What follows belongs to an exercise in optimizing a design on an open flow for small area and a short achievable clock period; a production flow would make more cautious choices.
RTL that was checked went through simulation tests only; none was proved equivalent to the original.
No functional check of the RTL was part of run 1.

==> flow/design.v, too long to show whole: its modules and the start of the top module <==
// module csa_fa: 10 lines
// module csa_ha: 9 lines
// module FFT64: 4076 lines
module FFT64 #(
    parameter width = 16
) (
    input                           clk,
    input                           rst_n,
    input                           di_en,
    input       signed  [width-1:0] di_re,
    input       signed  [width-1:0] di_img,
    output reg                      do_en,
    output reg  signed  [width-1:0] do_re,
    output reg  signed  [width-1:0] do_img
);
  // ...
==> flow/flow/run.sh <==
#!/bin/bash
# Layout flow: the standard ORFS flow (standard.sh, unchanged synthesis)
# with these changes to how the layout is made:
#  - timing repair aims at 7.3 ns of setup slack (the clock stays 11 ns),
#  - the port buffers are plain buf_2 cells,
#  - clock-tree sinks are clustered in groups of up to 24 within 100 um.
# The whole output of the flow goes to standard.log in this folder.
bash standard.sh SETUP_SLACK_MARGIN=7.3 \
  "BUFFER_PORTS_ARGS=-buffer_cell sky130_fd_sc_hd__buf_2" \
  CTS_CLUSTER_SIZE=24 CTS_CLUSTER_DIAMETER=100 \
  finish > standard.log 2>&1
==> flow/standard.sh <==
#!/bin/bash
# synth_recipe.tcl (not shown) runs the flow's synth.tcl, then flattens the netlist and writes it again
# the make line also repeats each setting of config.mk as NAME=value (left out here)
make -C /OpenROAD-flow-scripts/flow DESIGN_CONFIG=/design/flow/config.mk WORK_HOME=/design/flow/orfs CLKGATE_MAP_FILE= SYNTH_SCRIPT=/design/flow/synth_recipe.tcl "${@:-finish}"
==> flow/config.mk <==
export PLATFORM = sky130hd
export DESIGN_NAME = FFT64
export DESIGN_NICKNAME = FFT64
export VERILOG_FILES = /design/flow/design.v
export SDC_FILE = /design/flow/constraint.sdc
export NUM_CORES = 8
export LEC_CHECK = 0
export CAP_MARGIN = 20
export CORE_MARGIN = 2
export CORE_UTILIZATION = 55
export SLEW_MARGIN = 20
export SYNTH_HIERARCHICAL = 1
export SYNTH_MINIMUM_KEEP_SIZE = 0
==> flow/constraint.sdc <==
create_clock -name core_clock -period 11.0 [get_ports {clk}]
set_input_delay 2.2000 -clock core_clock [delete_from_list [all_inputs] [get_ports {clk}]]
set_output_delay 2.2000 -clock core_clock [all_outputs]
set_load 0.01 [all_outputs]
==> summary.md, run 1 <==
| Metric | Value |
|---|---|
| Status | no timing/DRC/antenna violations |
| Mux cell area share after synthesis | 4.847% |
| CTS tree | done |
| Met3 Use GR | 2.653% |
| Worst-Margin Slew | 1.164 ns |
| Startpoint types | flip-flop |
| Vias | 69,049 |
| Fin cells | 13,222 |
| Gpl congestion | 0.8530 |
| Most frequent cells in the layout | dfxtp_1 (3,994), xnor2_1 (642), nand2_1 (563), ha_1 (563), fa_1 (468) |
| R2R Setup Slk | 7.34 ns |
| Filler Cells Inserted | 19,023 |
| Port bufs | 67 |
| Antenna diodes | 5 |
| Final Hold Fails | 0 |
| Total Wirelength | 270.4 mm |
| Total track usage | 22.19% |
| Slowest cell delay on critical path | 0.59 ns |
| Max Used Layer | met4 |
| PostCTS Resize Cnt | 65 |
| Routed WL per cell | 20.45 µm |
| Layout cells sized above 1 | 10.16% |
| Slowest CP cell | buf_4 |
| Synth Area in Adders | 12.62% |
| Crit path capture type | flip-flop |
| Share of the synthesized area in the top cell type | 62.24% |
| Critical Path Stages | 7 |
| Sequential cell area share | 58.55% |
| Met2 usage | 37.96% |
==> inputs of run 2 (changes only) <==
--- a/flow/design.v
+++ b/flow/design.v
@@ -41,17 +41,17 @@
 reg  [15:0] l4_re [0:3];
 reg  [15:0] l4_im [0:3];
 reg  [15:0] o4_re, o4_im;
 reg  [15:0] l5_re [0:1];
 reg  [15:0] l5_im [0:1];
 reg  [15:0] o5_re, o5_im;
 reg  [15:0] l6_re [0:0];
 reg  [15:0] l6_im [0:0];
-wire [15:0] o6_re, o6_im;
+reg  [15:0] o6_re, o6_im;
 reg  [15:0] ba_re [0:30];
 reg  [15:0] ba_im [0:30];
 reg  [15:0] bb_re [0:13];
 reg  [15:0] bb_im [0:13];
 reg  [15:0] bc_re [0:3];
 reg  [15:0] bc_im [0:3];
 reg        started, f1;
 reg [5:0]  cnt;
@@ -62,17 +62,17 @@
         f1      <= 1'b0;
     end else begin
         started <= started | di_en;
         if (started) cnt <= cnt + 6'd1;
         if (started && cnt == 6'd63) f1 <= 1'b1;
     end
 end
 always @(posedge clk) begin
-    do_en <= rst_n & (do_en | (f1 && cnt == 6'd53));
+    do_en <= rst_n & (do_en | (f1 && cnt == 6'd54));
 end
 reg [15:0] in_re, in_img;
 always @(posedge clk) begin
     in_re  <= di_re;
     in_img <= di_img;
 end
 reg [5:0] c1, c2;
 always @(posedge clk or negedge rst_n) begin
@@ -4045,23 +4045,23 @@
 wire p3066 = ~bp2966[9] & p3054;
 wire g3067 = (bp2966[11] & l6_im[0][11]) | (~bp2966[11] & g3049);
 wire p3068 = ~bp2966[11] & p3050;
 wire g3069 = (bp2966[13] & l6_im[0][13]) | (~bp2966[13] & g3055);
 wire p3070 = ~bp2966[13] & p3056;
 wire [15:0] dif6_im = ~bp2966 ^ {g3047, g3069, g3055, g3067, g3049, g3065, g3053, g3063, g3043, g3061, g3051, g3059, g3035, g3057, g3019, 1'b1};
 always @(posedge clk) begin
     l6_re[0] <= p2_6 ? dif6_re : o5_re;
+    o6_re <= p2_6 ? sum6_re : l6_re[0];
     l6_im[0] <= p2_6 ? dif6_im : o5_im;
+    o6_im <= p2_6 ? sum6_im : l6_im[0];
 end
-assign o6_re = p2_6 ? sum6_re : l6_re[0];
-assign o6_im = p2_6 ? sum6_im : l6_im[0];
-wire [5:0] ua = cnx - 6'd4;
-wire [5:0] ub = cnx - 6'd35;
-wire [5:0] uc = cnx - 6'd49;
+wire [5:0] ua = cnx - 6'd5;
+wire [5:0] ub = cnx - 6'd36;
+wire [5:0] uc = cnx - 6'd50;
 reg sa, sb, sc;
 always @(posedge clk) begin
     sa <= ua[5] & ~ua[0];
     sb <= ub[4] & ~ub[1];
     sc <= uc[3] & ~uc[2];
 end
 wire [15:0] ra_re = sa ? o6_re : ba_re[30];
 wire [15:0] ra_im = sa ? o6_im : ba_im[30];
==> flow/flow/run.sh (replaced) <==
#!/bin/bash
bash standard.sh SETUP_SLACK_MARGIN=7.3 "BUFFER_PORTS_ARGS=-buffer_cell sky130_fd_sc_hd__buf_2" "CTS_BUF_LIST=sky130_fd_sc_hd__clkbuf_8" CTS_CLUSTER_SIZE=16 CTS_CLUSTER_DIAMETER=80 finish > standard.log 2>&1
==> run 2 against run 1 <==
Compared with the run above: wire length down 0.51%; highest routed layer is now met5; utilization down 0.13 points; non-clock buffer count down 15; clock-buffer cell count up 121; worst setup slack worse by 0.059 ns; still clean; cell count up 1.9%.
==> summary.md, run 2 <==
| Metric | Value |
|---|---|
| Port bufs | 67 (unchanged) |
| Total track usage | 22.03% (-0.17 points) |
| Vias | 70,159 (+1.6%) |
| H-Tree Level Count | 5 |
| Status | no timing/DRC/antenna violations |
| Top cells by area, synth | dfxtp_1 (62%), fa_1 (7.1%), ha_1 (5.4%) |
| Clock latency (worst-skew pair) | 1.07 ns |
| Asr flop ratio synth | 0.4851% |
| Root Buffer | clkbuf_8 |
| Crit Path Class | flip-flop to primary output |
| Layout cells sized above 1 | 10.67% (+0.51 points) |
| Slowest cell delay on critical path | 0.34 ns (-0.25 ns) |
| # rows | 179 |
| Max Transition Viols Final | 0 |
| Clk sinks | 4,123 |
| Largest area contributor in the netlist | dfxtp_1 |
| Crit-path cells | buf_6 |
| Worst-Margin Slew | 1.082 ns (-0.08168 ns) |
| Total CTS buffers | 317 |
| Fmax achieved | 269.0 MHz |
| Critical path peak fanout | 1 |
| Largest delay share family, worst path | flip-flops |
| Commonest non-fill, non-tap cell in the layout | dfxtp_1 |
| Max-cap viol count | 0 |
| Clock Tree Buf Depth | 4 |
| DRC errors left | 0 |
| DP Area | 134,700 µm² |
| Worst Hold Class | flip-flop to flip-flop |
| Total negative slack | 0 ns |
| Skew final | 0.09374 ns |
| Count leader, synth | dfxtp_1 |
| Post-DRT Antenna Nets | 0 |
| Startpoint types | flip-flop |
| FF+latch count, synth | 4,123 |
| Distinct cell type count of the synthesized netlist | 79 |
| Horizontal die dimension | 493.3 µm |
| Worst Path Required | 8.80 ns |
| Total Wirelength | 269.0 mm (-0.51%) |
| Number of flops mapped to enable cells by yosys | 0 |
| Final Hold Fails | 0 (unchanged) |
| Final period util | 33.80% |
| CTS tree | done |
| Final core utilization | 58.96% |
| Area growth syn-to-layout | 6.525% |
| Mapped Cells | 10,306 |
| Final setup vio count | 0 |
| Ports | 68 |
| Die area | 243,300 µm² |
| Synth top cells by count | dfxtp_1 (4,103), nand2_1 (623), xnor2_1 (613) |
| Largest net degree at the start of global routing | 80 |
| Ys Warns | 61 |
| First-pass GRT wire length | 417.4 mm |
| Post-DP HPWL | 183.4 mm |
| Share of the synthesized area in the top cell type | 62.39% (+0.15 points) |
| Routed WL per cell | 19.96 µm (-2.4%) |
| Top flop regs | l1_im: 512 flops, l1_re: 512 flops |
| Grt total ovfl | 0 |
| Initial detailed-routing violation count | 4,324 |
| Drt pass-1 iters | 5 |
| Gpl congestion | 0.8564 (+0.40%) |
| CP bufs+invs | 1 |
| Most frequent cells in the layout | dfxtp_1 (4,014), nand2_1 (621), xnor2_1 (612) |
| Syn Area/Cell | 12.77 µm² |
| RSZ-0062 raised after global routing | true |
| Die H | 493.3 µm |
| Slowest CP cell | dfxtp_2 |
| Hold WS | 0.2613 ns |
| Fin area | 140,200 µm² |
| Initial core utilization | 55.35% |
| Crit path capture type | primary output |
| Ys flop type | dfxtp_1 |
| Headroom to the max-slew limit | 27.09% |
| Register area share after synthesis | 62.77% |
| Core Region | 237,900 µm² |
| Initial antenna violation count | 16 |
| Mapped Area | 131,700 µm² |
| Clock slew at reported path FFs | 0.09 ns |
| WP data arrival | 1.52 ns |
| Via density | 5.205 |
| Final Net Count | 11,335 |
| Vias in the first global route | 71,269 |
| Final min period | 3.718 ns |
run 2: metal layers:
metal / track usage (%) / wire (µm) / vias to the layer above
met5: 0 / 13 / -
met4: 8.260 / 10030 / 2
met3: 2.934 / 10430 / 513
met2: 36.72 / 127300 / 1530
met1: 29.30 / 121200 / 34216
li1: - / - / 33898
run 2: repair_timing:
action | 4_1_cts | 5_1_grt
gates resized for setup | 96 | 65
pin swaps | 8 | 14
hold buffers | 0 | 0
buffers inserted | 7 | 2
endpoints found under the setup margin | 183 | 115
cloned | 0 | 5
run 2: worst paths after layout:
check                      cells past startpoint            startpoint              endpoint  slack, ns
min in group asynchronous                      1                 rst_n    cnt[0]$_DFFE_PN0P_       1.12
max                                            1     do_re[14]$_DFF_P_             do_re[14]       7.28
max in group asynchronous                      1                 rst_n       c1[3]$_DFF_PN0_       9.47
min                                            0  l1_im[10][6]$_DFF_P_  l1_im[11][6]$_DFF_P_       0.26
max reg2reg                                    9     iy_neg[3]$_DFF_P_      my_re_b3$_DFF_P_       7.37
min reg2reg                                    0  l1_im[10][6]$_DFF_P_  l1_im[11][6]$_DFF_P_       0.26
run 2: cells by family (layout without fill, tap and decap cells):
family / count (synthesis) / count (layout) / synth area share [%]
adder cells (fa/ha/maj): 1056 / 1056 / 12.68
XOR/XNOR: 776 / 776 / 5.162
multiplexers: 537 / 537 / 4.419
flip-flops: 4123 / 4123 / 62.77
other: 1 / 7 / 0.002848
AO/OA/AOI/OAI: 1503 / 1503 / 7.522
AND/OR/NAND/NOR: 1532 / 1532 / 5.212
buffers and inverters: 778 / 777 / 2.237
run 2: layout make-up:
cell class	count	area [µm²]
flip-flops and latches	4123	82790
fillers	19153	97600
clock buffers	322	4432
inverters	250	944.7
repair buffers	164	1428
clock inverters	41	404.1
multi-input cells	5406	46270
well taps	3167	3963
diodes	5	12.51
run 2: metrics by stage:
step                      setup slack [ns]  std cells
after floorplan                      7.325      10307
after global routing                 7.173      13476
after CTS                            7.152      13466
final                                7.282      13478
after global placement               6.647      13096
after detailed placement             6.706      13096
run 2: per-module statistics from Yosys (local to each module, per instance):
module	area [µm²]	times used	cells	flip-flops and latches
csa_ha	12.51	412	1	0
FFT64	117100	1	9426	4123
csa_fa	20.02	468	1	0
==> inputs of run 3 (changes only) <==
==> flow/flow/run.sh (replaced) <==
#!/bin/bash
bash standard.sh SETUP_SLACK_MARGIN=7.3 "BUFFER_PORTS_ARGS=-buffer_cell sky130_fd_sc_hd__buf_2" "CTS_ARGS=-sink_clustering_enable -repair_clock_nets -sink_clustering_size 20 -sink_clustering_max_diameter 80 -sink_clustering_buffer sky130_fd_sc_hd__clkbuf_8" finish > standard.log 2>&1
==> run 3 against run 2 <==
Compared with the run above: still clean on timing, DRC and antenna; worst setup slack gained 0.058 ns; utilization shrank 0.43 points; worst hold slack gained 0.051 ns; critical path type is now flip-flop to flip-flop; critical endpoint is now my_re_b3$_DFF_P_; highest routed layer unchanged.
==> summary.md, run 3 <==
| Metric | Value |
|---|---|
| Post-DP HPWL | 183.4 mm (unchanged) |
| Most frequent cells in the layout | dfxtp_1 (4,032), nand2_1 (621), xnor2_1 (610) |
| Register area share after synthesis | 62.77% (unchanged) |
| Distinct cell type count of the synthesized netlist | 79 (unchanged) |
| Total CTS buffers | 231 (-27%) |
| Ports | 68 (unchanged) |
| Largest net degree at the start of global routing | 80 (unchanged) |
| Max Transition Viols Final | 0 (unchanged) |
| Final Net Count | 11,253 (-0.72%) |
| Initial antenna violation count | 18 (+2) |
| Clock slew at reported path FFs | 0.12 ns (+0.03 ns) |
| Headroom to the max-slew limit | 26.20% (-0.89 points) |
| Worst Hold Class | flip-flop to flip-flop |
| Clk sinks | 4,123 (unchanged) |
| Total track usage | 21.87% (-0.16 points) |
| M1 wire length | 121.0 mm (-0.22%) |
| Largest area contributor in the netlist | dfxtp_1 |
| H-Tree Level Count | 4 (-1) |
| Hold WS | 0.3119 ns (+0.05060 ns) |
| Initial core utilization | 55.35% (unchanged) |
| Worst-Margin Slew | 1.095 ns (+0.01327 ns) |
| CTS tree | done |
| Core Region | 237,900 µm² (unchanged) |
| Setup WS post-layout | 7.340 ns (+0.05782 ns) |
| Share of the synthesized area in the top cell type | 62.39% (unchanged) |
| # rows | 179 (unchanged) |
| Mapped Cells | 10,306 (unchanged) |
| Worst Path Required | 11.73 ns (+2.93 ns) |
| Startpoint types | flip-flop |
| Crit Path Class | flip-flop to flip-flop |
| Crit path capture type | flip-flop |
| Vias in the first global route | 70,478 (-1.1%) |
| Dpl ws | 6.706 ns (unchanged) |
| First-pass GRT wire length | 414.2 mm (-0.77%) |
| Root Buffer | clkbuf_16 |
| Critical path peak fanout | 19 (+18) |
| Via density | 5.204 (about the same) |
| FF+latch count, synth | 4,123 (unchanged) |
| Max-cap viol count | 0 (unchanged) |
| Final Hold Fails | 0 (unchanged) |
| Clock Tree Buf Depth | 3 (-1) |
| Ys flop type | dfxtp_1 |
| Routed WL per cell | 20.00 µm (+0.20%) |
| Total Wirelength | 267.8 mm (-0.46%) |
| Final period util | 33.27% (-0.53 points) |
| Wire length on met2 | 125.9 mm (-1.1%) |
| Status | no timing/DRC/antenna violations |
| Max Used Layer | met5 |
| Grt total ovfl | 0 (unchanged) |
| Commonest non-fill, non-tap cell in the layout | dfxtp_1 |
| DRC errors left | 0 (unchanged) |
| Synth top cells by count | dfxtp_1 (4,103), nand2_1 (623), xnor2_1 (613) |
| Die H | 493.3 µm (unchanged) |
| Drt pass-1 iters | 6 (+1) |
| Gpl congestion | 0.8564 (unchanged) |
| Clock latency (worst-skew pair) | 0.85 ns (-0.22 ns) |
| Area growth syn-to-layout | 5.746% |
| Count leader, synth | dfxtp_1 |
| Vias | 69,683 (-0.68%) |
| Port bufs | 67 (unchanged) |
| Syn Area/Cell | 12.77 µm² (unchanged) |
| Post-DRT Antenna Nets | 0 (unchanged) |
| Fmax achieved | 273.2 MHz (+1.6%) |
| Asr flop ratio synth | 0.4851% (unchanged) |
| WP data arrival | 4.39 ns (+2.87 ns) |
| Number of flops mapped to enable cells by yosys | 0 (unchanged) |
| Final min period | 3.660 ns (-0.05782 ns) |
| Top cells by area, synth | dfxtp_1 (62%), fa_1 (7.1%), ha_1 (5.4%) |
| Die area | 243,300 µm² (unchanged) |
| Routed wl met3 | 10.94 mm (+4.9%) |
| Skew final | 0.03794 ns (-0.05580 ns) |
| Horizontal die dimension | 493.3 µm (unchanged) |
| Final setup vio count | 0 (unchanged) |
| Total negative slack | 0 ns (unchanged) |
| Top flop regs | l1_im: 512 flops, l1_re: 512 flops |
| Initial detailed-routing violation count | 4,416 (+2.1%) |
| Ys Warns | 61 (unchanged) |
| RSZ-0062 raised after global routing | true |
| Mapped Area | 131,700 µm² (unchanged) |
| Layout cells sized above 1 | 9.776% (-0.90 points) |
run 3: cell counts after synthesis:
No cell type changed its count.
run 3: repair_timing:
action	CTS	global route
cloned	0	6
pin swaps	8	16
buffers inserted	10	2
endpoints found under the setup margin	155	85
hold buffers	0	0
resized for setup	73	50
run 3: cell families (layout without fill, tap and decap cells):
kind of cell	count (synthesis)	after routing	synth area share [%]
xor+xnor	776	776	5.162
compound gates	1503	1503	7.522
mux	537	537	4.419
buf+inv	778	690	2.237
other cells	1	5	0.002848
flops	4123	4123	62.77
fa+ha+maj	1056	1056	12.68
simple gates	1532	1532	5.212
run 3: layer usage:
layer  global-route usage, %  vias up
met4                   7.577        2
li1                        -    33734
met3                   3.018      488
met5                       0        -
met2                   36.61     1526
met1                   29.14    33933
run 3: final timing paths:
kind	from	end	slack, ns	depth (start not counted)
max	iy_neg[3]$_DFF_P_	my_re_b3$_DFF_P_	7.34	9
min in group asynchronous	rst_n	c1[5]$_DFF_PN0_	1.31	1
max in group asynchronous	rst_n	c2[0]$_DFF_PN1_	9.32	1
min reg2reg	l2_re[5][13]$_DFF_P_	l2_re[6][13]$_DFF_P_	0.31	0
min	l2_re[5][13]$_DFF_P_	l2_re[6][13]$_DFF_P_	0.31	0
max reg2reg	iy_neg[3]$_DFF_P_	my_re_b3$_DFF_P_	7.34	9
run 3: per-stage QoR:
stage,cells,util (%),area (µm²)
final,13389,58.53,139200
after global routing,13387,58.53,139200
after CTS,13378,58.39,138900
after detailed placement,13096,56.62,134700
after global placement,13096,56.62,134700
after floorplan,10307,-,131700
run 3: worst max-delay path, stage by stage (launching register included):
cell and delay (ns):
dfxtp_4 0.41, buf_12 0.17, buf_16 0.17, a22oi_1 0.29
xnor2_1 0.21, fa_1 0.49, fa_1 0.48, fa_1 0.40
fa_1 0.50, fa_1 0.40
run 3: area by class of cell:
class | count | area (µm²)
well taps | 3167 | 3963
multi-input cells | 5406 | 46290
inverters | 250 | 944.7
fillers | 19242 | 98630
flip-flops and latches | 4123 | 82770
repair buffers | 168 | 1354
clock inverters | 27 | 411.6
diodes | 3 | 7.507
clock buffers | 245 | 3486
run 3: Yosys stat by module, one instance, submodules excluded:
module / flip-flops and latches / times used
FFT64: 4123 / 1
csa_fa: 0 / 468
csa_ha: 0 / 412
==> inputs of run 4 (changes only) <==
==> flow/flow/run.sh (replaced) <==
#!/bin/bash
bash standard.sh SETUP_SLACK_MARGIN=7.3 "BUFFER_PORTS_ARGS=-buffer_cell sky130_fd_sc_hd__buf_2" "CTS_ARGS=-sink_clustering_enable -repair_clock_nets -sink_clustering_size 16 -sink_clustering_max_diameter 70 -sink_clustering_buffer sky130_fd_sc_hd__clkbuf_8" finish > standard.log 2>&1
==> run 4 against run 3 <==
Compared with the run above: sequential cell count stayed put; global-route usage is 0.16 points higher; synthesized area stayed put; worst setup slack better by 0.050 ns; non-clock buffer count is 3 lower; cell count is 0.66% higher; via count is 0.86% higher; critical path type unchanged; critical endpoint is now mx_im_b7$_DFF_P_.
==> summary.md, run 4 <==
| Metric | Value |
|---|---|
| Critical path peak fanout | 32 (+13) |
| Initial core utilization | 55.35% (unchanged) |
| Clock Tree Buf Depth | 4 (+1) |
| Clock slew at reported path FFs | 0.10 ns (-0.02 ns) |
| Syn Area/Cell | 12.77 µm² (unchanged) |
| Largest area contributor in the netlist | dfxtp_1 |
| Mapped Cells | 10,306 (unchanged) |
| Initial antenna violation count | 15 (-3) |
| Largest delay share family, worst path | adder cells |
| Final Net Count | 11,336 (+0.74%) |
| Total CTS buffers | 317 (+37%) |
| Area growth syn-to-layout | 6.914% |
| Mapped Area | 131,700 µm² (unchanged) |
| Commonest non-fill, non-tap cell in the layout | dfxtp_1 |
| Drt pass-1 iters | 6 (unchanged) |
| Hold_buf cts | 0 (unchanged) |
| Ys Warns | 61 (unchanged) |
| Vias in the first global route | 71,474 (+1.4%) |
| CP bufs+invs | 1 (-1) |
| Crit Path Class | flip-flop to flip-flop |
| Clk sinks | 4,123 (unchanged) |
| Worst Hold Class | flip-flop to flip-flop |
| Fmax achieved | 277.0 MHz (+1.4%) |
| CTS tree | done |
| Slowest cell delay on critical path | 0.51 ns (about the same) |
| Top cells by area, synth | dfxtp_1 (62%), fa_1 (7.1%), ha_1 (5.4%) |
| Crit path capture type | flip-flop |
| Fin cells | 13,478 (+0.66%) |
| Root Buffer | clkbuf_16 |
| Vias | 70,279 (+0.86%) |
| Total Wirelength | 269.3 mm (+0.58%) |
| Top flop regs | l1_im: 512 flops, l1_re: 512 flops |
| Most frequent cells in the layout | dfxtp_1 (4,033), nand2_1 (621), xnor2_1 (611) |
| H-Tree Level Count | 5 (+1) |
| DRC errors left | 0 (unchanged) |
| Grt total ovfl | 0 (unchanged) |
| CP most frequent cell | fa_1 |
| First-pass GRT wire length | 417.6 mm (+0.82%) |
| Startpoint types | flip-flop |
| Final Hold Fails | 0 (unchanged) |
| Max Transition Viols Final | 0 (unchanged) |
| Skew final | 0.05794 ns (+0.01999 ns) |
| Total track usage | 22.03% (+0.16 points) |
| Initial detailed-routing violation count | 4,277 (-3.1%) |
| Die area | 243,300 µm² (unchanged) |
| Crit-path cells | buf_4 -> a22oi_1 -> xnor2_1 -> fa_1 -> fa_1 -> fa_1 -> fa_1 -> fa_1 |
| FF+latch count, synth | 4,123 (unchanged) |
| Headroom to the max-slew limit | 26.41% (+0.21 points) |
| Core Region | 237,900 µm² (unchanged) |
| Via density | 5.214 (+0.19%) |
| Port bufs | 67 (unchanged) |
| Die H | 493.3 µm (unchanged) |
| Share of the synthesized area in the top cell type | 62.39% (unchanged) |
| Total negative slack | 0 ns (unchanged) |
| Horizontal die dimension | 493.3 µm (unchanged) |
| Worst Path Required | 11.77 ns (+0.04 ns) |
| RSZ-0062 raised after global routing | false |
| Hold WS | 0.2871 ns (-0.02482 ns) |
| Clock latency (worst-skew pair) | 0.92 ns (+0.07 ns) |
| Largest net degree at the start of global routing | 80 (unchanged) |
| Post-DRT Antenna Nets | 0 (unchanged) |
| Worst-Margin Slew | 1.092 ns (-0.003184 ns) |
| # rows | 179 (unchanged) |
| Ys flop type | dfxtp_1 |
| Ports | 68 (unchanged) |
| Gpl congestion | 0.8564 (unchanged) |
| Final setup vio count | 0 (unchanged) |
| Routed WL per cell | 19.98 µm (about the same) |
| Synth top cells by count | dfxtp_1 (4,103), nand2_1 (623), xnor2_1 (613) |
| Layout cells sized above 1 | 10.55% (+0.77 points) |
| Post-DP HPWL | 183.4 mm (unchanged) |
| Distinct cell type count of the synthesized netlist | 79 (unchanged) |
| Slowest CP cell | fa_1 |
| Max-cap viol count | 0 (unchanged) |
| Status | no timing/DRC/antenna violations |
| Final min period | 3.610 ns (-0.04951 ns) |
| Asr flop ratio synth | 0.4851% (unchanged) |
| Placed cell count | 13,096 (unchanged) |
| Final period util | 32.82% (-0.45 points) |
| Count leader, synth | dfxtp_1 |
| WP data arrival | 4.38 ns (about the same) |
| Register area share after synthesis | 62.77% (unchanged) |
| Number of flops mapped to enable cells by yosys | 0 (unchanged) |
==> run 4: final timing paths <==
check                                      from                    to  slack [ns]  cells past startpoint
min reg2reg                l1_im[10][6]$_DFF_P_  l1_im[11][6]$_DFF_P_        0.29                      0
max reg2reg                   ix_two[2]$_DFF_P_      mx_im_b7$_DFF_P_        7.39                      8
max in group asynchronous                 rst_n       c1[3]$_DFF_PN0_        9.36                      1
min                        l1_im[10][6]$_DFF_P_  l1_im[11][6]$_DFF_P_        0.29                      0
min in group asynchronous                 rst_n    cnt[1]$_DFFE_PN0P_        1.26                      1
max                           ix_two[2]$_DFF_P_      mx_im_b7$_DFF_P_        7.39                      8
==> run 4: logic make-up (layout without fill, tap and decap cells) <==
group | after synthesis | count (layout) | synth area share, %
flops | 4123 | 4123 | 62.77
simple gates | 1532 | 1532 | 5.212
compound gates | 1503 | 1503 | 7.522
fa+ha+maj | 1056 | 1056 | 12.68
buf+inv | 778 | 777 | 2.237
xor+xnor | 776 | 776 | 5.162
mux | 537 | 537 | 4.419
other cells | 1 | 7 | 0.002848
==> run 4: through the flow <==
stage	util, %	setup WS [ns]	cell area, µm²
after floorplan	-	7.325	131700
after global placement	56.62	6.647	134700
after detailed placement	56.62	6.706	134700
after CTS	59.04	7.288	140400
after global routing	59.18	7.297	140800
final	59.18	7.390	140800
==> run 4: per-layer routing <==
| layer | GRT usage [%] | vias up | wire length [µm] |
|---|---|---|---|
| met1 | 29.18 | 34266 | 120900 |
| met4 | 8.545 | 2 | 10400 |
| met3 | 3.137 | 543 | 10870 |
| met2 | 36.59 | 1537 | 127200 |
| li1 | - | 33931 | - |
| met5 | 0 | - | 14 |
==> run 4: layout make-up <==
type | instances | area [µm²]
repair buffers | 165 | 1344
inverters | 250 | 944.7
multi-input cells | 5406 | 46280
well taps | 3167 | 3963
clock inverters | 30 | 356.6
flip-flops and latches | 4123 | 82760
fillers | 19083 | 97090
clock buffers | 332 | 5096
diodes | 5 | 12.51
==> run 4: what timing repair did <==
item	in CTS	in global routing
gates resized for setup	73	48
pin swaps	7	14
setup buffers	7	2
gates cloned	0	6
endpoints found under the setup margin	151	72
==> run 4: Yosys stat by module (local to each module, per instance) <==
module | times used | cell area, µm² | cells inside
FFT64 | 1 | 117100 | 9426
csa_fa | 468 | 20.02 | 1
csa_ha | 412 | 12.51 | 1
==> inputs of run 5 (changes only) <==
==> flow/flow/run.sh (replaced) <==
#!/bin/bash
# Layout flow: the standard ORFS flow (standard.sh, unchanged synthesis)
# with these changes to how the layout is made:
#  - timing repair aims at 7.3 ns of setup slack (the clock stays 11 ns),
#  - the port buffers are plain buf_2 cells,
#  - the clock tree is built from clkbuf_8 cells, sinks clustered in groups
#    of up to 16 within 80 um.
# The whole output of the flow goes to standard.log in this folder.
bash standard.sh SETUP_SLACK_MARGIN=7.45 \
  "BUFFER_PORTS_ARGS=-buffer_cell sky130_fd_sc_hd__buf_2" \
  "CTS_BUF_LIST=sky130_fd_sc_hd__clkbuf_8" \
  CTS_CLUSTER_SIZE=16 CTS_CLUSTER_DIAMETER=80 \
  finish > standard.log 2>&1
==> run 5 against run 4 <==
Compared with the run above: still clean; critical path depth fell by 7; register-to-register slack improved by 0.11 ns; sequential share of layout area fell by 0.090 points; via count barely moved; clock-buffer cell count fell by 9; die area did not move; sequential cell count did not move; synthesized area did not move; utilization rose by 0.16 points; cell count rose by 0.32%.
==> summary.md, run 5 <==
| Metric | Value |
|---|---|
| Fin cells | 13,521 (+0.32%) |
| Largest area contributor in the netlist | dfxtp_1 |
| RSZ-0062 raised after global routing | true |
| Initial antenna violation count | 11 (-4) |
| Slowest cell delay on critical path | 0.33 ns (-0.18 ns) |
| Worst-Margin Slew | 1.058 ns (-0.03394 ns) |
| Count leader, synth | dfxtp_1 |
| H-Tree Level Count | 5 (unchanged) |
| Final min period | 3.705 ns (+0.09425 ns) |
| Total Wirelength | 269.5 mm (about the same) |
| Hold WS | 0.2802 ns (-0.006928 ns) |
| Worst Path Required | 8.80 ns (-2.97 ns) |
| Port bufs | 67 (unchanged) |
| WP data arrival | 1.50 ns (-2.88 ns) |
| Area growth syn-to-layout | 7.208% |
| Fmax achieved | 269.9 MHz (-2.5%) |
| Mapped Cells | 10,306 (unchanged) |
| Final setup vio count | 0 (unchanged) |
| # rows | 179 (unchanged) |
| Vias in the first global route | 71,917 (+0.62%) |
| CP bufs+invs | 1 (unchanged) |
| Distinct cell type count of the synthesized netlist | 79 (unchanged) |
| First-pass GRT wire length | 420.2 mm (+0.62%) |
| Total track usage | 22.13% (+0.098 points) |
| End of the worst register-to-register path | my_re_b3$_DFF_P_ |
| Core Region | 237,900 µm² (unchanged) |
| Clock latency (worst-skew pair) | 1.08 ns (+0.16 ns) |
| Skew final | 0.09905 ns (+0.04111 ns) |
| Number of flops mapped to enable cells by yosys | 0 (unchanged) |
| Die H | 493.3 µm (unchanged) |
| Ys flop type | dfxtp_1 |
| Final Hold Fails | 0 (unchanged) |
| Worst Hold Depth | 0 (unchanged) |
| Commonest non-fill, non-tap cell in the layout | dfxtp_1 |
| Via density | 5.197 (-0.34%) |
| Share of the synthesized area in the top cell type | 62.39% (unchanged) |
| Gpl congestion | 0.8415 (-1.7%) |
| Reg2Reg Depth | 7 (-1) |
| Clock Tree Buf Depth | 4 (unchanged) |
| Crit path capture type | primary output |
| Most frequent cells in the layout | dfxtp_1 (3,997), nand2_1 (622), xnor2_1 (610) |
| Initial detailed-routing violation count | 3,785 (-12%) |
| Top cells by area, synth | dfxtp_1 (62%), fa_1 (7.1%), ha_1 (5.4%) |
| Syn Area/Cell | 12.77 µm² (unchanged) |
| Placed cell count | 13,097 (+0.0076%) |
| Vias | 70,265 (-0.020%) |
| Largest net degree at the start of global routing | 112 (+40%) |
| Root Buffer | clkbuf_8 |
| FF+latch count, synth | 4,123 (unchanged) |
| CTS tree | done |
| Final Net Count | 11,375 (+0.34%) |
| Clock slew at reported path FFs | 0.09 ns (about the same) |
| Routed WL per cell | 19.93 µm (-0.26%) |
| DRC errors left | 0 (unchanged) |
| Mapped Area | 131,700 µm² (unchanged) |
| Max Transition Viols Final | 0 (unchanged) |
| Headroom to the max-slew limit | 29.45% (+3.0 points) |
| R2R Setup Slk | 7.50 ns (+0.11 ns) |
| Ys Warns | 61 (unchanged) |
| Worst Hold Class | flip-flop to flip-flop |
| Startpoint types | flip-flop |
| Crit Path Class | flip-flop to primary output |
| Top flop regs | l1_im: 512 flops, l1_re: 512 flops |
| Slowest CP cell | dfxtp_2 |
| Grt total ovfl | 0 (unchanged) |
| Initial core utilization | 55.35% (unchanged) |
| Drt pass-1 iters | 5 (-1) |
| Hold endpoint | ba_re[2][10]$_DFF_P_ |
| Hold_sp | ba_re[1][10]$_DFF_P_ |
| Crit-path cells | buf_6 |
| Critical Path Stages | 1 (-7) |
| Largest delay share family, worst path | flip-flops |
| Total negative slack | 0 ns (unchanged) |
| Layout cells sized above 1 | 11.58% (+1.0 points) |
| Synth top cells by count | dfxtp_1 (4,103), nand2_1 (623), xnor2_1 (613) |
| Max-cap viol count | 0 (unchanged) |
| Status | no timing/DRC/antenna violations |
| Ports | 68 (unchanged) |
| Asr flop ratio synth | 0.4851% (unchanged) |
| Die area | 243,300 µm² (unchanged) |
| Final core utilization | 59.34% (+0.16 points) |
| Total CTS buffers | 316 (-0.32%) |
| Post-DRT Antenna Nets | 0 (unchanged) |
| Register area share after synthesis | 62.77% (unchanged) |
| Reg-to-reg startpoint | ay_re[6]$_DFF_P_ |
| Critical path peak fanout | 1 (-97%) |
| Post-DP HPWL | 182.5 mm (-0.50%) |
| Clk sinks | 4,123 (unchanged) |
| Horizontal die dimension | 493.3 µm (unchanged) |
| Final period util | 33.68% (+0.86 points) |
[run 5: changes by cell type in the layout (fill, tap and decap cells not counted), sizes merged]
cell,previous run,this run
clkbuf,338,333
inv,262,274
bufbuf,0,4
clkinv,12,6
diode,5,7
buf,159,191
clkinvlp,3,7
[run 5: cell families (layout without fill, tap and decap cells)]
kind of cell	Yosys count	after routing	synth area share (%)
AOI/OAI and AO/OA	1503	1503	7.522
xor gates and xnor gates	776	776	5.162
adders and majority gates	1056	1056	12.68
buffers and inverters	778	818	2.237
DFF	4123	4123	62.77
muxes	537	537	4.419
other	1	9	0.002848
and+or+nand+nor	1532	1532	5.212
[run 5: worst max path at each step]
stage | startpoint | endpoint | slack [ns]
after floorplan | iy_neg[1]$_DFF_P_ | my_im_b3$_DFF_P_ | 7.41
after CTS | do_img[1]$_DFF_P_ | do_img[1] | 7.17
after detailed placement | iy_neg[3]$_DFF_P_ | my_re_b3$_DFF_P_ | 6.54
after global routing | do_re[7]$_DFF_P_ | do_re[7] | 7.18
after global placement | iy_neg[3]$_DFF_P_ | my_re_b3$_DFF_P_ | 6.54
final | do_img[1]$_DFF_P_ | do_img[1] | 7.30
[run 5: Yosys stat by module (local to each module, per instance)]
module  times used  flip-flops and latches
csa_fa         468                       0
csa_ha         412                       0
FFT64            1                    4123
[run 5: what timing repair did]
| action | CTS | global route |
|---|---|---|
| cloned | 4 | 5 |
| resized for setup | 169 | 129 |
| endpoints found under the setup margin | 204 | 146 |
| pin swaps | 28 | 32 |
| buffers inserted | 20 | 25 |
| hold buffers | 0 | 0 |
[run 5: final cells by class]
| cell class | instances | area (µm²) |
|---|---|---|
| Tap cell | 3167 | 3963 |
| Antenna cell | 7 | 17.52 |
| Multi-Input combinational cell | 5406 | 46500 |
| Timing Repair Buffer | 205 | 2011 |
| Inverter | 250 | 954.7 |
| Clock inverter | 40 | 389.1 |
| Clock buffer | 323 | 4446 |
| Sequential cell | 4123 | 82870 |
| Fill cell | 19058 | 96700 |
[run 5: metrics by stage]
step	setup WS [ns]	cell area [µm²]
floorplan	7.409	131700
global placement	6.543	134700
detailed placement	6.538	134700
CTS	7.171	140300
global route	7.181	141100
finish	7.295	141100
[run 5: per-layer routing]
layer / vias to the layer above / global-route usage (%) / share of wire [%]
met5: - / 0.09785 / 0
met2: 1517 / 36.81 / 47
li1: 33984 / - / -
met1: 34278 / 29.48 / 45
met3: 486 / 3.132 / 4.1
met4: 0 / 8.037 / 3.6
==> inputs of run 6 (changes only) <==
--- a/flow/flow/run.sh
+++ b/flow/flow/run.sh
@@ -6,7 +6,7 @@
 #  - the clock tree is built from clkbuf_8 cells, sinks clustered in groups
 #    of up to 16 within 80 um.
 # The whole output of the flow goes to standard.log in this folder.
-bash standard.sh SETUP_SLACK_MARGIN=7.45 \
+bash standard.sh SETUP_SLACK_MARGIN=7.3 PLACE_DENSITY=0.72 \
   "BUFFER_PORTS_ARGS=-buffer_cell sky130_fd_sc_hd__buf_2" \
   "CTS_BUF_LIST=sky130_fd_sc_hd__clkbuf_8" \
   CTS_CLUSTER_SIZE=16 CTS_CLUSTER_DIAMETER=80 \
==> run 6 against run 5 <==
Compared with the run above: maximum frequency down 0.92%; sequential cell count did not move; non-clock buffer count down 35; critical path depth is the same; worst hold slack got worse by 0.017 ns; synthesized area stayed put; via count increased by 1.4%; critical endpoint is now do_img[13]; highest routed layer unchanged.
==> summary.md, run 6 <==
| Metric | Value |
|---|---|
| Worst Hold Class | flip-flop to flip-flop |
| Skew final | 0.1060 ns (+0.006909 ns) |
| Crit path capture type | primary output |
| CP bufs+invs | 1 (unchanged) |
| Dpl ws | 6.522 ns (-0.01522 ns) |
| Register area share after synthesis | 62.77% (unchanged) |
| DRC errors left | 0 (unchanged) |
| Status | no timing/DRC/antenna violations |
| Total track usage | 22.55% (+0.42 points) |
| Initial core utilization | 55.35% (unchanged) |
| Root Buffer | clkbuf_8 |
| First-pass GRT wire length | 424.5 mm (+1.0%) |
| FF+latch count, synth | 4,123 (unchanged) |
| Share of the synthesized area in the top cell type | 62.39% (unchanged) |
| Initial detailed-routing violation count | 4,806 (+27%) |
| Routed wl met3 | 13.59 mm (+24%) |
| Top flop regs | l1_im: 512 flops, l1_re: 512 flops |
| Crit Path Class | flip-flop to primary output |
| Slowest CP cell | dfxtp_4 |
| RSZ-0062 raised after global routing | true |
| Mapped Cells | 10,306 (unchanged) |
| Syn Area/Cell | 12.77 µm² (unchanged) |
| # rows | 179 (unchanged) |
| Layout cells sized above 1 | 10.88% (-0.70 points) |
| Final Net Count | 11,339 (-0.32%) |
| Total Wirelength | 276.6 mm (+2.6%) |
| Fin cells | 13,479 (-0.31%) |
| Worst Path Required | 8.80 ns (about the same) |
| Count leader, synth | dfxtp_1 |
| Ports | 68 (unchanged) |
| Gpl congestion | 0.8939 (+6.2%) |
| Worst-Margin Slew | 1.088 ns (+0.03006 ns) |
| Crit-path cells | buf_6 |
| Fin area | 140,400 µm² (-0.55%) |
| Slowest cell delay on critical path | 0.37 ns (+0.04 ns) |
| Max Transition Viols Final | 0 (unchanged) |
| Wire length on met2 | 129.6 mm (+1.3%) |
| Total negative slack | 0 ns (unchanged) |
| Horizontal die dimension | 493.3 µm (unchanged) |
| Post-DP HPWL | 184.3 mm (+1.0%) |
| Max-cap viol count | 0 (unchanged) |
| Clk sinks | 4,123 (unchanged) |
| Initial antenna violation count | 9 (-2) |
| Ys Warns | 61 (unchanged) |
| Headroom to the max-slew limit | 27.10% (-2.3 points) |
| Clock Tree Buf Depth | 4 (unchanged) |
| Synth top cells by count | dfxtp_1 (4,103), nand2_1 (623), xnor2_1 (613) |
| Area growth syn-to-layout | 6.621% |
| Largest area contributor in the netlist | dfxtp_1 |
| Final setup vio count | 0 (unchanged) |
| Most frequent cells in the layout | dfxtp_1 (4,006), nand2_1 (622), xnor2_1 (609) |
| Max Used Layer | met4 |
| Setup WS post-layout | 7.261 ns (-0.03426 ns) |
| Core Region | 237,900 µm² (unchanged) |
| Asr flop ratio synth | 0.4851% (unchanged) |
| Ys flop type | dfxtp_1 |
| Vias | 71,251 (+1.4%) |
| Clock slew at reported path FFs | 0.10 ns (about the same) |
| H-Tree Level Count | 5 (unchanged) |
| Largest delay share family, worst path | flip-flops |
| Routed WL per cell | 20.52 µm (+3.0%) |
| Drt pass-1 iters | 7 (+2) |
| M1 wire length | 120.9 mm (about the same) |
| CTS tree | done |
| Number of flops mapped to enable cells by yosys | 0 (unchanged) |
| Placed cell count | 13,095 (-0.015%) |
| Hold_buf cts | 0 (unchanged) |
| Commonest non-fill, non-tap cell in the layout | dfxtp_1 |
| Total CTS buffers | 315 (-0.32%) |
| Largest net degree at the start of global routing | 99 (-12%) |
| Post-DRT Antenna Nets | 0 (unchanged) |
| Vias in the first global route | 73,039 (+1.6%) |
| Final min period | 3.739 ns (+0.03426 ns) |
| Final Hold Fails | 0 (unchanged) |
| Via density | 5.286 (+1.7%) |
| Top cells by area, synth | dfxtp_1 (62%), fa_1 (7.1%), ha_1 (5.4%) |
| Port bufs | 67 (unchanged) |
| Mapped Area | 131,700 µm² (unchanged) |
| Die H | 493.3 µm (unchanged) |
| Final period util | 33.99% (+0.31 points) |
| Startpoint types | flip-flop |
| Fmax achieved | 267.5 MHz (-0.92%) |
| DP Area | 134,700 µm² (about the same) |
| Clock latency (worst-skew pair) | 1.09 ns (about the same) |
| Distinct cell type count of the synthesized netlist | 79 (unchanged) |
| Critical path peak fanout | 1 (unchanged) |
| Grt total ovfl | 0 (unchanged) |
| WP data arrival | 1.54 ns (+0.04 ns) |
| Die area | 243,300 µm² (unchanged) |
==> run 6: cell counts after synthesis <==
Identical to the previous run, type by type.
==> run 6: Yosys stat by module, one instance, submodules excluded <==
module / cells / flops+latches / times used
csa_fa: 1 / 0 / 468
csa_ha: 1 / 0 / 412
FFT64: 9426 / 4123 / 1
==> run 6: stage by stage <==
step / hold slack (ns) / util [%]
2_1_floorplan: 0.3096 / -
3_3_place_gp: 0.3095 / 56.61
6_report: 0.2631 / 59.02
5_1_grt: 0.2650 / 59.02
3_5_place_dp: 0.3121 / 56.61
4_1_cts: 0.2708 / 58.84
==> run 6: area by class of cell <==
type                       instances  area, µm²
multi-input combinational       5406      46360
fill                           18673      97480
antenna                            8      20.02
tap                             3167       3963
clock inverter                    34      292.8
sequential                      4123      82810
inverter                         250      948.4
clock buffer                     321       4418
timing repair buffer             170       1559
==> run 6: what timing repair did <==
action / in CTS / in global routing
setup endpoints to repair: 194 / 115
pin swaps: 11 / 17
setup buffers: 13 / 3
hold endpoints to repair: 0 / 0
gates resized for setup: 119 / 78
gates cloned: 2 / 3
==> run 6: cell families after synthesis <==
logic type,share of synthesized area [%]
flops,62.77
simple gates,5.212
compound gates,7.522
fa+ha+maj,12.68
buf+inv,2.237
xor+xnor,5.162
mux,4.419
other cells,0.002848
==> run 6: layer usage <==
metal,global-route usage (%),vias to the layer above
met5,0,-
met4,9.987,0
met3,3.290,564
met2,37.20,1892
met1,29.55,34877
li1,-,33918
==> run 6: final timing paths <==
path / from / end / slack, ns / cells after the start
worst max-delay path: do_img[13]$_DFF_P_ / do_img[13] / 7.26 / 1
worst min-delay path: l1_re[12][1]$_DFF_P_ / l1_re[13][1]$_DFF_P_ / 0.26 / 0
worst max register to register: rx_neg[2]$_DFF_P_ / mx_re_b8$_DFF_P_ / 7.34 / 7
worst min register to register: l1_re[12][1]$_DFF_P_ / l1_re[13][1]$_DFF_P_ / 0.26 / 0
max in group asynchronous: rst_n / c2[0]$_DFF_PN1_ / 9.54 / 1
min in group asynchronous: rst_n / cnt[5]$_DFFE_PN0P_ / 1.12 / 1
==> inputs of run 7 (changes only) <==
--- a/flow/flow/run.sh
+++ b/flow/flow/run.sh
@@ -6,7 +6,7 @@
 #  - the clock tree is built from clkbuf_8 cells, sinks clustered in groups
 #    of up to 16 within 80 um.
 # The whole output of the flow goes to standard.log in this folder.
-bash standard.sh SETUP_SLACK_MARGIN=7.3 PLACE_DENSITY=0.72 \
+bash standard.sh SETUP_SLACK_MARGIN=7.3 \
   "BUFFER_PORTS_ARGS=-buffer_cell sky130_fd_sc_hd__buf_2" \
   "CTS_BUF_LIST=sky130_fd_sc_hd__clkbuf_8" \
   CTS_CLUSTER_SIZE=16 CTS_CLUSTER_DIAMETER=80 \
==> run 7 against run 6 <==
Compared with the run above: first-iteration DRC count down 10%; still clean on timing, DRC and antenna; clock-buffer cell count is 1 higher; clock skew is 0.012 ns lower; cell count is essentially flat; synthesized area stayed put; sequential share of layout area is essentially flat; register-to-register slack gained 0.03 ns; critical endpoint is now do_re[14]; design area hardly changed; utilization is 0.053 points lower.
==> summary.md, run 7 <==
| Metric | Value |
|---|---|
| Headroom to the max-slew limit | 27.09% (about the same) |
| Hold_buf cts | 0 (unchanged) |
| End of the worst register-to-register path | my_re_b3$_DFF_P_ |
| Dpl ws | 6.706 ns (+0.1834 ns) |
| Startpoint types | flip-flop |
| Mapped Cells | 10,306 (unchanged) |
| RSZ-0062 raised after global routing | true |
| Total negative slack | 0 ns (unchanged) |
| Layout cells sized above 1 | 10.67% (-0.21 points) |
| Initial detailed-routing violation count | 4,324 (-10%) |
| Share of the synthesized area in the top cell type | 62.39% (unchanged) |
| Clock Tree Buf Depth | 4 (unchanged) |
| R2R Setup Slk | 7.37 ns (+0.03 ns) |
| Final period util | 33.80% (-0.19 points) |
| Crit path capture type | primary output |
| Largest net degree at the start of global routing | 80 (-19%) |
| Hold_sp | l1_im[10][6]$_DFF_P_ |
| Mapped Area | 131,700 µm² (unchanged) |
| Final Net Count | 11,335 (-0.035%) |
| Core Region | 237,900 µm² (unchanged) |
| Worst Hold Class | flip-flop to flip-flop |
| Post-DP HPWL | 183.4 mm (-0.51%) |
| Max Transition Viols Final | 0 (unchanged) |
| Reg-to-reg startpoint | iy_neg[3]$_DFF_P_ |
| Final min period | 3.718 ns (-0.02118 ns) |
| Total CTS buffers | 317 (+0.63%) |
| Vias | 70,159 (-1.5%) |
| Fin area | 140,200 µm² (about the same) |
| Clock latency (worst-skew pair) | 1.07 ns (-0.02 ns) |
| Slowest CP cell | dfxtp_2 |
| Fmax achieved | 269.0 MHz (+0.57%) |
| Ys Warns | 61 (unchanged) |
| Top cells by area, synth | dfxtp_1 (62%), fa_1 (7.1%), ha_1 (5.4%) |
| Worst Path Required | 8.80 ns (about the same) |
| Total track usage | 22.03% (-0.52 points) |
| Grt total ovfl | 0 (unchanged) |
| Distinct cell type count of the synthesized netlist | 79 (unchanged) |
| Initial antenna violation count | 16 (+7) |
| Ys flop type | dfxtp_1 |
| Ports | 68 (unchanged) |
| Most frequent cells in the layout | dfxtp_1 (4,014), nand2_1 (621), xnor2_1 (612) |
| Setup WS post-layout | 7.282 ns (+0.02118 ns) |
| H-Tree Level Count | 5 (unchanged) |
| Largest delay share family, worst path | flip-flops |
| Vias in the first global route | 71,269 (-2.4%) |
| Die H | 493.3 µm (unchanged) |
| Horizontal die dimension | 493.3 µm (unchanged) |
| Slowest cell delay on critical path | 0.34 ns (-0.03 ns) |
| Via density | 5.205 (-1.5%) |
| Reg2Reg Depth | 9 (+2) |
| # rows | 179 (unchanged) |
| Port bufs | 67 (unchanged) |
| Routed WL per cell | 19.96 µm (-2.7%) |
| Clock slew at reported path FFs | 0.09 ns (about the same) |
| Area growth syn-to-layout | 6.525% (about the same) |
| Root Buffer | clkbuf_8 |
| Register area share after synthesis | 62.77% (unchanged) |
| Max-cap viol count | 0 (unchanged) |
| Hold endpoint | l1_im[11][6]$_DFF_P_ |
| CP bufs+invs | 1 (unchanged) |
| Worst-Margin Slew | 1.082 ns (-0.006202 ns) |
| Final core utilization | 58.96% (about the same) |
| Critical path peak fanout | 1 (unchanged) |
| WP data arrival | 1.52 ns (-0.02 ns) |
| Final Hold Fails | 0 (unchanged) |
| Filler Cells Inserted | 19,153 (+2.6%) |
| Gpl congestion | 0.8564 (-4.2%) |
| Clk sinks | 4,123 (unchanged) |
| Post-DRT Antenna Nets | 0 (unchanged) |
| Crit Path Class | flip-flop to primary output |
| Skew final | 0.09374 ns (-0.01222 ns) |
| DRC errors left | 0 (unchanged) |
| Synth top cells by count | dfxtp_1 (4,103), nand2_1 (623), xnor2_1 (613) |
| Multi-input logic area | 46,270 µm² (-0.19%) |
| First-pass GRT wire length | 417.4 mm (-1.7%) |
| Top flop regs | l1_im: 512 flops, l1_re: 512 flops |
| Drt pass-1 iters | 5 (-2) |
| Status | no timing/DRC/antenna violations |
| Total Wirelength | 269.0 mm (-2.7%) |
| Final setup vio count | 0 (unchanged) |
| CTS tree | done |
| Asr flop ratio synth | 0.4851% (unchanged) |
| Largest area contributor in the netlist | dfxtp_1 |
| Commonest non-fill, non-tap cell in the layout | dfxtp_1 |
| Initial core utilization | 55.35% (unchanged) |
| Count leader, synth | dfxtp_1 |
| Worst Hold Depth | 0 (unchanged) |
| Crit-path cells | buf_6 |
| FF+latch count, synth | 4,123 (unchanged) |
| DP Area | 134,700 µm² (about the same) |
| Syn Area/Cell | 12.77 µm² (unchanged) |
| Reg area | 82,790 µm² (about the same) |
| Die area | 243,300 µm² (unchanged) |
| Number of flops mapped to enable cells by yosys | 0 (unchanged) |
[run 7: worst max path at each step]
stage | from | to | depth (start not counted) | slack, ns
after CTS | do_re[14]$_DFF_P_ | do_re[14] | 1 | 7.15
final | do_re[14]$_DFF_P_ | do_re[14] | 1 | 7.28
after floorplan | iy_neg[1]$_DFF_P_ | my_im_b3$_DFF_P_ | 11 | 7.33
after detailed placement | mx_re_a1$_DFF_P_ | l1_re[2][14]$_DFF_P_ | 14 | 6.71
after global routing | do_re[14]$_DFF_P_ | do_re[14] | 1 | 7.17
after global placement | my_im_a1$_DFF_P_ | l4_im[2][14]$_DFF_P_ | 14 | 6.65
[run 7: logic make-up (layout without fill, tap and decap cells)]
group                    after synthesis  in the layout  share of synthesized area (%)
adder cells (fa/ha/maj)             1056           1056                          12.68
AO/OA/AOI/OAI                       1503           1503                          7.522
AND/OR/NAND/NOR                     1532           1532                          5.212
multiplexers                         537            537                          4.419
flip-flops                          4123           4123                          62.77
other                                  1              7                       0.002848
XOR/XNOR                             776            776                          5.162
buffers and inverters                778            777                          2.237
[run 7: what timing repair did]
item / in CTS / in global routing
pin swaps: 8 / 14
cloned: 0 / 5
resized for setup: 96 / 65
setup endpoints to repair: 183 / 115
endpoints found under the hold margin: 0 / 0
buffers inserted: 7 / 2
[run 7: Yosys stat by module, one instance, submodules excluded]
module  cells  flops+latches  cell area (µm²)  copies in the design
csa_ha      1              0            12.51                   412
FFT64    9426           4123           117100                     1
csa_fa      1              0            20.02                   468
[run 7: area by class of cell]
cell class,instances,area share [%]
diodes,5,0.008921
clock buffers,322,3.160
clock inverters,41,0.2882
inverters,250,0.6736
multi-input cells,5406,32.99
flip-flops and latches,4123,59.03
well taps,3167,2.825
repair buffers,164,1.018
[run 7: layer usage]
metal | vias up | part of all wire, % | track usage, %
li1 | 33898 | - | -
met1 | 34216 | 45 | 29.30
met2 | 1530 | 47 | 36.72
met3 | 513 | 3.9 | 2.934
met4 | 2 | 3.7 | 8.260
met5 | - | 0.0048 | 0
[run 7: stage by stage]
step	std cells	hold slack, ns
final	13478	0.2613
after global routing	13476	0.2663
after CTS	13466	0.2518
after detailed placement	13096	0.3121
after global placement	13096	0.3095
after floorplan	10307	0.3096

afterwards: timing with drivers on the ports:
The results above use ideal ports. As a check the final layouts listed here were re-extracted and re-timed, cells and wires unchanged.
Step 1, drivers: a clkbuf_16 drives clk and a buf_2 each remaining input, both assumed.
Step 2 times the ports against the registers' clock, not the clock port: input delays grow and output delays shrink by t, the midpoint of the rising clock arrivals with the driver on.
Three values: no drivers, after step 1, after step 2; two values: the first two.
run | t, ns | setup WS [ns] | slew at the worst register clock pin (ns) | worst slew at a driven data input, ns | cell pins on the clock port's net
run 1 | 0.955 | 7.341 / 7.300 / 7.341 | 0.11 / 0.11 | 0.09 | 1
run 2 | 1.119 | 7.282 / 7.189 / 7.370 | 0.10 / 0.10 | 0.14 | 1
run 3 | 0.925 | 7.340 / 7.340 / 7.340 | 0.12 / 0.12 | 0.14 | 1
run 4 | 0.986 | 7.390 / 7.308 / 7.390 | 0.10 / 0.10 | 0.14 | 1
run 5 | 1.119 | 7.295 / 7.206 / 7.498 | 0.11 / 0.11 | 0.08 | 1
run 6 | 1.124 | 7.261 / 7.175 / 7.344 | 0.11 / 0.11 | 0.04 | 1
run 7 | 1.119 | 7.282 / 7.189 / 7.370 | 0.10 / 0.10 | 0.14 | 1
After both steps setup and hold are still met in every run listed.
